What follows belongs to an exercise in optimizing a design on an open flow for small area, a short achievable clock period and few clock cycles per item; a production flow would make more cautious choices.
Where RTL was checked, it was by simulation tests only, not by an equivalence proof against the original.

== wip/zinc ==
// ascon128a_top
module ascon128a_top(CLK, RST, IN_VALID, IN_READY, SK, N, A, P, OUT_VALID, C, T);
    input CLK;
    input RST;
    input IN_VALID;
    output IN_READY;
    input [127:0] SK, N;
    input [127:0] A;
    input [127:0] P;
    output reg OUT_VALID;
    output reg [127:0] C;
    output reg [127:0] T;
    assign IN_READY = 1'b1;
    reg [127:0] k_0, n_0, a_0, p_0;
    reg v_0;
    always @(posedge CLK) begin
        k_0 <= SK; n_0 <= N; a_0 <= A; p_0 <= P;
        v_0 <= RST ? 1'b0 : IN_VALID;
    end
    wire [319:0] s_0 = {64'h80800c0800000000, k_0, n_0};
    wire [319:0] s_1;
    ascon_round #(.RC(8'hf0)) u_r1 (.si(s_0), .so(s_1));
    wire [319:0] s_2;
    ascon_round #(.RC(8'he1)) u_r2 (.si(s_1), .so(s_2));
    wire [319:0] s_3;
    ascon_round #(.RC(8'hd2)) u_r3 (.si(s_2), .so(s_3));
    wire [319:0] s_4;
    ascon_round #(.RC(8'hc3)) u_r4 (.si(s_3), .so(s_4));
    wire [319:0] s_5;
    ascon_round #(.RC(8'hb4)) u_r5 (.si(s_4), .so(s_5));
    wire [319:0] s_6;
    ascon_round #(.RC(8'ha5)) u_r6 (.si(s_5), .so(s_6));
    wire [319:0] s_7;
    ascon_round #(.RC(8'h96)) u_r7 (.si(s_6), .so(s_7));
    wire [319:0] s_8;
    ascon_round #(.RC(8'h87)) u_r8 (.si(s_7), .so(s_8));
  ...
For scale: roughly 770 I/O pins, ~580,000 µm² of cells after synthesis.
Settings: LEC_CHECK=0, CAP_MARGIN=25, CORE_MARGIN=15, CORE_UTILIZATION=40, GPL_TIMING_DRIVEN=0, SLEW_MARGIN=25; clock period 82.0 ns.
standard.sh (not shown) runs the stock make flow with config.mk's settings and CLKGATE_MAP_FILE= SYNTH_SCRIPT=/design/flow/synth_recipe.tcl, a recipe that flattens the netlist after the stock synthesis.
==> flow/flow/run.sh <==
#!/bin/bash
# Own layout flow: the standard ORFS flow, run step by step, with
#  - synthesis without Yosys's half/full-adder extraction (extract_fa), and with an
#    area-oriented ABC mapping script (flow/abc_area.script, used through ABC_AREA=1 and a
#    copy of the ORFS scripts folder); registers and their names are unchanged;
#  - timing repair after placement aimed at the period the design can reach (a setup
#    slack margin), instead of only at the 82 ns clock, so the IO and stage paths get sized;
#  - clock tree synthesis without dummy loads (CTS_ARGS), and input/output port buffers
#    of the smallest buffer cell (BUFFER_PORTS_ARGS; timing repair upsizes those it must);
#  - a last repair_design pass on the final global routes (flow/post_grt.tcl), so no net
#    is left near its slew or capacitance limit before detailed routing.
# Each step's full output goes to a log file of its own in the work folder.
set -euo pipefail
W=$(pwd)
rm -rf "$W/orfs_scripts"
cp -r "$FLOW_HOME/scripts" "$W/orfs_scripts"
cp "$W/flow/abc_area.script" "$W/orfs_scripts/abc_area.script"
ADDER_MAP_FILE= ABC_AREA=1 SCRIPTS_DIR="$W/orfs_scripts" bash standard.sh synth > log_synth.txt 2>&1
bash standard.sh floorplan > log_floorplan.txt 2>&1
export SETUP_SLACK_MARGIN=${MARGIN:-64.5}
export BUFFER_PORTS_ARGS="-buffer_cell sky130_fd_sc_hd__buf_1"
export CTS_ARGS="-sink_clustering_enable -repair_clock_nets -dont_use_dummy_load"
bash standard.sh place > log_place.txt 2>&1
bash standard.sh cts > log_cts.txt 2>&1
POST_GLOBAL_ROUTE_TCL="$W/flow/post_grt.tcl" bash standard.sh route > log_route.txt 2>&1
bash standard.sh finish > log_finish.txt 2>&1
test -f out/final.def
==> flow/flow/post_grt.tcl <==
# Post-global-route pass (POST_GLOBAL_ROUTE hook): repair_timing and the incremental
# reroutes after it can leave a net slower than the repair margins aim for, and detailed
# routing adds more. Re-run repair_design (with margins of POST_GRT_MARGIN percent, 30 by
# default), then repair_timing, on the final global routes, rerouting what each
# changes, until repair_design finds nothing left to fix.
set_propagated_clock [all_clocks]
proc post_grt_reroute {} {
  detailed_placement
  global_route -end_incremental -congestion_report_file $::env(REPORTS_DIR)/congestion_post_grt_hook.rpt
  estimate_parasitics -global_routing
}
for {set eco_pass 0} {$eco_pass < 4} {incr eco_pass} {
  estimate_parasitics -global_routing
  puts "POST-GRT pass $eco_pass: [sta::max_slew_violation_count] max-slew, [sta::max_capacitance_violation_count] max-cap violations, worst slack [worst_slack -max]"
  global_route -start_incremental
  utl::teeStringBegin
  set eco_margin [expr {[info exists ::env(POST_GRT_MARGIN)] ? $::env(POST_GRT_MARGIN) : 30}]
  repair_design -verbose -slew_margin $eco_margin -cap_margin $eco_margin -match_cell_footprint
  set said [utl::teeStringEnd]
  post_grt_reroute
  if {![regexp {RSZ-00(38|39)} $said]} { break }
  global_route -start_incremental
  repair_timing_helper -setup
  post_grt_reroute
}
puts "POST-GRT final: [sta::max_slew_violation_count] max-slew, [sta::max_capacitance_violation_count] max-cap violations, worst slack [worst_slack -max]"
Other scripts of this flow, unchanged in this note and not shown: flow/flow/abc_area.script
wip/zinc got as far as global routing (5_1_grt), where a tool error ended the run.
#### Input delta (wip/garnet over wip/zinc)
Settings: changing SLEW_MARGIN from 25 to 40; removing GPL_TIMING_DRIVEN (formerly 0); changing CAP_MARGIN from 25 to 40.
--- a/flow/flow/run.sh
+++ b/flow/flow/run.sh
@@ -8,2 +7,0 @@
-#  - clock tree synthesis without dummy loads (CTS_ARGS), and input/output port buffers
-#    of the smallest buffer cell (BUFFER_PORTS_ARGS; timing repair upsizes those it must);
@@ -20,3 +18 @@
-export SETUP_SLACK_MARGIN=${MARGIN:-64.5}
-export BUFFER_PORTS_ARGS="-buffer_cell sky130_fd_sc_hd__buf_1"
-export CTS_ARGS="-sink_clustering_enable -repair_clock_nets -dont_use_dummy_load"
+export SETUP_SLACK_MARGIN=${MARGIN:-64}
==> flow/flow/post_grt.tcl <==
# Post-global-route check (POST_GLOBAL_ROUTE hook): repair_timing and the incremental
# reroutes after it can leave a net slower than the repair margins aim for; re-run
# repair_design on the final global routes until it finds nothing left to fix.
set_propagated_clock [all_clocks]
for {set eco_pass 0} {$eco_pass < 3} {incr eco_pass} {
  estimate_parasitics -global_routing
  puts "POST-GRT pass $eco_pass: [sta::max_slew_violation_count] max-slew, [sta::max_capacitance_violation_count] max-cap violations"
  global_route -start_incremental
  utl::teeStringBegin
  repair_design_helper
  set said [utl::teeStringEnd]
  set changed [regexp {RSZ-00(38|39)} $said]
  detailed_placement
  global_route -end_incremental -congestion_report_file $::env(REPORTS_DIR)/congestion_post_grt_hook.rpt
  if {!$changed} { break }
}
estimate_parasitics -global_routing
puts "POST-GRT final: [sta::max_slew_violation_count] max-slew, [sta::max_capacitance_violation_count] max-cap violations"
The flow ended early for wip/zinc: it failed with a tool error in global routing (5_1_grt).
wip/garnet did not stop at any stage, and its layout met the timing, design-rule and antenna checks.
Diff wip/zinc..wip/garnet | number of enable-type register cells in the synthesized netlist | negligible
wip/garnet vs. wip/zinc: routability-driven placement congestion ratio decreased by 0.18 relative to the old numbers; post-cts resize count increased by about 35% relative to the old numbers.
> inputs changed (wip/garnet -> wip/amber)
Settings: changing CORE_MARGIN from 15 to 2.
--- a/flow/flow/run.sh
+++ b/flow/flow/run.sh
@@ -7,3 +7 @@
-#    slack margin), instead of only at the 82 ns clock, so the IO and stage paths get sized;
-#  - a last repair_design pass on the final global routes (flow/post_grt.tcl), so no net
-#    is left near its slew or capacitance limit before detailed routing.
+#    slack margin), instead of only at the 82 ns clock, so the IO and stage paths get sized.
@@ -21 +19 @@
-POST_GLOBAL_ROUTE_TCL="$W/flow/post_grt.tcl" bash standard.sh route > log_route.txt 2>&1
+bash standard.sh route > log_route.txt 2>&1
removed: flow/flow/post_grt.tcl
==> run summary <==
wip/amber vs. wip/garnet: hold buffer count at CTS barely changed, detailed placement HPWL barely changed, placer congestion estimate climbed 0.67%, starting utilization of the core area barely changed, area after synthesis barely changed.
Post-synthesis simple-gate area fraction: wip/garnet vs wip/amber identical
wip/amber never completed, since it errored out during global routing (5_1_grt).
wip/amber vs. wip/garnet: net count of the mapped netlist roughly the same; die extent in y shows a reduction of 26 µm; count of cells resized by post-cts repair climbed 62; cell area after placement comparable; share of synthesized area occupied by flip-flops and latches closely matched the old numbers.
Here is what was changed in the inputs of wip/umber compared with wip/amber.
Settings: CAP_MARGIN: 40 -> 25; SLEW_MARGIN: 40 -> 25; CORE_MARGIN: 2 -> 15.
--- a/flow/flow/run.sh
+++ b/flow/flow/run.sh
@@ -7 +7,3 @@
-#    slack margin), instead of only at the 82 ns clock, so the IO and stage paths get sized.
+#    slack margin), instead of only at the 82 ns clock, so the IO and stage paths get sized;
+#  - a last repair_design pass on the final global routes (flow/post_grt.tcl), so no net
+#    is left near its slew or capacitance limit before detailed routing.
@@ -16 +18 @@
-export SETUP_SLACK_MARGIN=${MARGIN:-64}
+export SETUP_SLACK_MARGIN=${MARGIN:-63.8}
@@ -19 +21 @@
-bash standard.sh route > log_route.txt 2>&1
+POST_GLOBAL_ROUTE_TCL="$W/flow/post_grt.tcl" bash standard.sh route > log_route.txt 2>&1
==> flow/flow/post_grt.tcl (new file) <==
# Post-global-route check (POST_GLOBAL_ROUTE hook): repair_timing and the incremental
# reroutes after it can leave a net slower than the repair margins aim for; re-run
# repair_design on the final global routes until it finds nothing left to fix.
set_propagated_clock [all_clocks]
for {set eco_pass 0} {$eco_pass < 3} {incr eco_pass} {
  estimate_parasitics -global_routing
  puts "POST-GRT pass $eco_pass: [sta::max_slew_violation_count] max-slew, [sta::max_capacitance_violation_count] max-cap violations"
  global_route -start_incremental
  utl::teeStringBegin
  repair_design_helper
  set said [utl::teeStringEnd]
  set changed [regexp {RSZ-00(38|39)} $said]
  detailed_placement
  global_route -end_incremental -congestion_report_file $::env(REPORTS_DIR)/congestion_post_grt_hook.rpt
  if {!$changed} { break }
}
estimate_parasitics -global_routing
puts "POST-GRT final: [sta::max_slew_violation_count] max-slew, [sta::max_capacitance_violation_count] max-cap violations"
Notes after the runs:
Any difference in starting utilization of the core area between wip/amber and wip/umber is small enough to ignore. wip/umber gives less quantity of gates resized following cts than wip/amber did. HPWL reported at the end of detailed placement of wip/umber is on par with wip/amber. Looking at the reports, wip/umber completed the entire flow and the layout it produced met the timing, design-rule and antenna checks.
No functional check of the RTL was part of any run of this note.

ascon128a_top, a different RTL version from the one above (not shown whole).
Size in the first run: roughly 3700 flip-flops, roughly 590000 sq um of cells after synthesis.
==> flow/config.mk <==
export PLATFORM = sky130hd
export DESIGN_NAME = ascon128a_top
export DESIGN_NICKNAME = ascon128a_top
export VERILOG_FILES = /design/flow/design.v
export SDC_FILE = /design/flow/constraint.sdc
export NUM_CORES = 8
export LEC_CHECK = 0
export CAP_MARGIN = 25
export CORE_MARGIN = 15
export CORE_UTILIZATION = 40
export SLEW_MARGIN = 25
==> flow/constraint.sdc <==
create_clock -name core_clock -period 82.0 [get_ports {CLK}]
set_input_delay 16.4000 -clock core_clock [delete_from_list [all_inputs] [get_ports {CLK}]]
set_output_delay 16.4000 -clock core_clock [all_outputs]
set_load 0.01 [all_outputs]
==> flow/flow/run.sh <==
#!/bin/bash
# Own layout flow: the standard ORFS flow, run step by step, with
#  - synthesis without Yosys's half/full-adder extraction (extract_fa), and with an
#    area-oriented ABC mapping script (flow/abc_area.script, used through ABC_AREA=1 and a
#    copy of the ORFS scripts folder); registers and their names are unchanged;
#  - timing repair after placement aimed at the period the design can reach (a setup
#    slack margin), instead of only at the 82 ns clock, so the IO and stage paths get sized;
#  - a last repair_design pass on the final global routes (flow/post_grt.tcl), so no net
#    is left near its slew or capacitance limit before detailed routing.
# Each step's full output goes to a log file of its own in the work folder.
set -euo pipefail
W=$(pwd)
rm -rf "$W/orfs_scripts"
cp -r "$FLOW_HOME/scripts" "$W/orfs_scripts"
cp "$W/flow/abc_area.script" "$W/orfs_scripts/abc_area.script"
ADDER_MAP_FILE= ABC_AREA=1 SCRIPTS_DIR="$W/orfs_scripts" bash standard.sh synth > log_synth.txt 2>&1
bash standard.sh floorplan > log_floorplan.txt 2>&1
export SETUP_SLACK_MARGIN=${MARGIN:-64}
bash standard.sh place > log_place.txt 2>&1
bash standard.sh cts > log_cts.txt 2>&1
POST_GLOBAL_ROUTE_TCL="$W/flow/post_grt.tcl" bash standard.sh route > log_route.txt 2>&1
bash standard.sh finish > log_finish.txt 2>&1
test -f out/final.def
Other scripts of this flow, unchanged in this note and not shown: flow/flow/abc_area.script, flow/flow/post_grt.tcl
The starting point ran to the end with no violations.
Testbench counts at the start, summed over its fixed seeds: cycles 1,648, items 1,600.
Edit:
- CAP_MARGIN: 25 -> 15
- CORE_UTILIZATION: 40 -> 45
- GPL_TIMING_DRIVEN: default -> 0
- SLEW_MARGIN: 25 -> 15
Outcome: The new run ran to the end with no violations. Wire length goes down by 6.2%. Setup slack gets worse by 35 ps. Die area fell by 11%. Final cell count is lower by 4.8%. Cell area fell by about 1.7%.
Edit:
--- a/flow/flow/run.sh
+++ b/flow/flow/run.sh
@@ -6,4 +6,6 @@
 #  - timing repair after placement aimed at the period the design can reach (a setup
 #    slack margin), instead of only at the 82 ns clock, so the IO and stage paths get sized;
+#  - clock tree synthesis without dummy loads (CTS_ARGS), and input/output port buffers
+#    of the smallest buffer cell (BUFFER_PORTS_ARGS; timing repair upsizes those it must);
 #  - a last repair_design pass on the final global routes (flow/post_grt.tcl), so no net
 #    is left near its slew or capacitance limit before detailed routing.
@@ -17,4 +19,6 @@
 bash standard.sh floorplan > log_floorplan.txt 2>&1
 export SETUP_SLACK_MARGIN=${MARGIN:-64}
+export BUFFER_PORTS_ARGS="-buffer_cell sky130_fd_sc_hd__buf_1"
+export CTS_ARGS="-sink_clustering_enable -repair_clock_nets -dont_use_dummy_load"
 bash standard.sh place > log_place.txt 2>&1
 bash standard.sh cts > log_cts.txt 2>&1
- CAP_MARGIN: 15 -> 25
- CORE_UTILIZATION: 45 -> 40
- SLEW_MARGIN: 15 -> 25
After rerunning: Final area went down slightly; wire length went down by a few percent; synthesized cell count stays the same; synthesized area stays the same.

## what the ideal ports hide
The results above use ideal ports. As a check the final layouts listed here were re-extracted and re-timed, cells and wires unchanged.
Step 1: set_driving_cell puts a clkbuf_16 on CLK and a buf_2 on each other input, an assumption about the parent block.
Step 2, shift: input delay + t, output delay - t, t = (earliest + latest rising clock arrival at the registers) / 2. This alone moves slack from input paths to output paths.
Slacks: ideal / step 1 / step 2; pairs: ideal / step 1.
run	shift t [ns]	slack for setup (ns)	hold slack, ns	cell pins on the clock port's net
wip/garnet	1.418	63.610 / 63.405 / 63.746	0.196 / 0.196 / 0.196	1
wip/umber	1.457	62.622 / 62.622 / 62.622	0.273 / 0.273 / 0.273	1
the first run of note 2	1.398	63.900 / 63.697 / 64.817	0.196 / 0.196 / 0.196	1
the second run of note 2	1.374	63.865 / 63.680 / 63.962	0.266 / 0.266 / 0.266	1
the third run of note 2	1.341	63.914 / 63.717 / 64.199	0.203 / 0.203 / 0.203	1
After both steps setup and hold are still met in every run listed.
